This is an optimization exercise on Yosys and OpenROAD, whose aim is small area and a short achievable clock period, not a production implementation. Where RTL was checked, it was by simulation tests only, not by an equivalence proof against the original. No driver is modelled on the clock port, so clock power and skew are understated where the tree is cut down; a real chip needs a root buffer or a tree.

red:
Design alu_top, start of the top module:
module alu_top (
    input  wire        clk,
    input  wire [31:0] a,
    input  wire [31:0] b,
    input  wire [3:0]  opcode,
    output wire [31:0] result,
    output wire        zero_flag,
    output wire        carry_flag,
    output wire        sign_flag,
    output wire        overflow_flag
);
==> flow/config.mk <==
export PLATFORM = sky130hd
export DESIGN_NAME = alu_top
export DESIGN_NICKNAME = alu_top
export VERILOG_FILES = /design/flow/design.v
export SDC_FILE = /design/flow/constraint.sdc
export NUM_CORES = 4
export LEC_CHECK = 0
export CAP_MARGIN = 20
export CORE_MARGIN = 2
export CORE_UTILIZATION = 40
export SLEW_MARGIN = 20
==> flow/constraint.sdc <==
create_clock -name core_clock -period 12.0 [get_ports {clk}]
set_input_delay 2.4000 -clock core_clock [delete_from_list [all_inputs] [get_ports {clk}]]
set_output_delay 2.4000 -clock core_clock [all_outputs]
set_load 0.01 [all_outputs]
run.sh (not shown) runs the stock make flow with config.mk's settings and CLKGATE_MAP_FILE= SYNTH_SCRIPT=/design/flow/synth_recipe.tcl, a recipe that flattens the netlist after the stock synthesis.
red: done, clean on timing, DRC and antenna
## Diff of input files: blue against red
==> flow/flow/run.sh (new file) <==
#!/bin/bash
cp standard.sh standard_sh.txt
export SETUP_SLACK_MARGIN=${MARGIN:-7}
bash standard.sh > standard.log 2>&1
==> flow/standard.sh (new file) <==
#!/bin/bash
# synth_recipe.tcl (not shown) runs the flow's synth.tcl, then flattens the netlist and writes it again
# the make line also repeats each setting of config.mk as NAME=value (left out here)
make -C /OpenROAD-flow-scripts/flow DESIGN_CONFIG=/design/flow/config.mk WORK_HOME=/design/flow/orfs CLKGATE_MAP_FILE= SYNTH_SCRIPT=/design/flow/synth_recipe.tcl "${@:-finish}"
removed: flow/run.sh
Findings:
Multi-input logic portion of the cell area is higher on red. Status: first-iteration DRC count parity (red, blue). Diff blue and red: sum of net half-perimeters after detailed placement lower in red. Taking blue over red, the number of non-clock buffers in the layout ratio works out to 1.6. blue | status: complete | timing, DRC, antenna: pass. When blue is measured against red, its combined buffer and inverter count along the critical path turns out 1 higher.
Function was not checked in any run of this note: the RTL went through the layout flow alone.

========
alu_top, a different RTL version from the one above (not shown whole).
Size in the first run: about 1,800 cells after synthesis, ~120 flip-flops, ~110 I/O pins, ~17,000 um2 of cells after synthesis.
==> flow/config.mk <==
export PLATFORM = sky130hd
export DESIGN_NAME = alu_top
export DESIGN_NICKNAME = alu_top
export VERILOG_FILES = /design/flow/design.v
export SDC_FILE = /design/flow/constraint.sdc
export NUM_CORES = 4
export LEC_CHECK = 0
export CAP_MARGIN = 20
export CORE_MARGIN = 2
export CORE_UTILIZATION = 60
export SLEW_MARGIN = 20
==> flow/constraint.sdc <==
create_clock -name core_clock -period 12.0 [get_ports {clk}]
set_input_delay 2.4000 -clock core_clock [delete_from_list [all_inputs] [get_ports {clk}]]
set_output_delay 2.4000 -clock core_clock [all_outputs]
set_load 0.01 [all_outputs]
standard.sh (not shown) runs the stock make flow with config.mk's settings and CLKGATE_MAP_FILE= SYNTH_SCRIPT=/design/flow/synth_recipe.tcl, a recipe that flattens the netlist after the stock synthesis.
==> flow/flow/run.sh <==
#!/bin/bash
# The standard layout (standard.sh), with these changes:
#  - synthesis without the early generic "abc -fast" pass, so that the full
#    adders written in the RTL reach extract_fa as written (no inverters
#    between adder cells); registers are unchanged,
#  - after clock tree synthesis, flow/skew.tcl clocks the second register
#    stage later and the first earlier (useful skew for the paths between
#    the two stages),
#  - the smallest buffer cell for the port buffers,
#  - no dummy loads in clock tree synthesis.
# The SDC and the clock period are the standard flow's. Each tool's output goes to the
# ORFS logs under orfs/logs; make's own output to standard.log.
cp standard.sh standard_sh.txt
bash standard.sh SYNTH_ARGS=-noabc SETUP_SLACK_MARGIN=7.4 \
  "BUFFER_PORTS_ARGS=-buffer_cell sky130_fd_sc_hd__buf_1" \
  "CTS_ARGS=-sink_clustering_enable -repair_clock_nets -dont_use_dummy_load" \
  POST_CTS_TCL=$PWD/flow/skew.tcl \
  "SKEW_CHAIN=sky130_fd_sc_hd__clkdlybuf4s50_1 sky130_fd_sc_hd__clkbuf_4" \
  SKEW_EARLY_CELL=sky130_fd_sc_hd__clkbuf_16 SKEW_EARLY_GROUPS=3 \
  finish > standard.log 2>&1
Other scripts of this flow, unchanged in this note and not shown: flow/flow/skew.tcl
The starting point produced a clean layout.
Change:
--- a/flow/flow/run.sh
+++ b/flow/flow/run.sh
@@ -18 +18 @@
-  "SKEW_CHAIN=sky130_fd_sc_hd__clkdlybuf4s50_1 sky130_fd_sc_hd__clkbuf_4" \
+  "SKEW_CHAIN=sky130_fd_sc_hd__clkdlybuf4s50_1 sky130_fd_sc_hd__clkbuf_2 sky130_fd_sc_hd__clkbuf_4" \
The changed run went through all stages and came out clean.
Cell count came out higher by 0.63%.
Design area went down by about 0.4%.
Area after synthesis stays the same.
Register-to-register slack is better by 0.03 ns.
Sequential cell count is unchanged.
Worst setup slack improves by 0.034 ns.

afterwards: timing with drivers on the ports:
Ports are ideal in the flow. The routed layouts listed here were re-timed in OpenROAD.
Step 1 (the two cells are an assumption about what drives the block):
set clk [get_ports {clk}]
set_driving_cell -lib_cell sky130_fd_sc_hd__clkbuf_16 $clk
set_driving_cell -lib_cell sky130_fd_sc_hd__buf_2 [delete_from_list [all_inputs] $clk]
Step 2, shift: input delay + t, output delay - t, t = (earliest + latest rising clock arrival at the registers) / 2. This alone moves slack from input paths to output paths.
a / b / c = no drivers / after step 1 / after step 2; a / b = the first two.
run	shift t [ns]	setup WS [ns]	clock arrival spread, ns	pins driven straight from the clock port
red	0.470	5.670 / 5.670 / 5.670	0.019 / 0.019	1
blue	0.479	6.443 / 6.443 / 6.443	0.027 / 0.027	1
the first run of note 2	0.627	7.337 / 7.337 / 7.114	0.783 / 0.783	4
the second run of note 2	0.676	7.371 / 7.350 / 7.061	0.876 / 0.877	4
Clock arrivals are far apart in the first run of note 2 and the second run of note 2, so t is only a midpoint there and step 2 fits no single register. For the second run of note 2, which loses most, drivers alone change the setup slack by -0.021 ns; drivers and shift together by -0.310 ns.
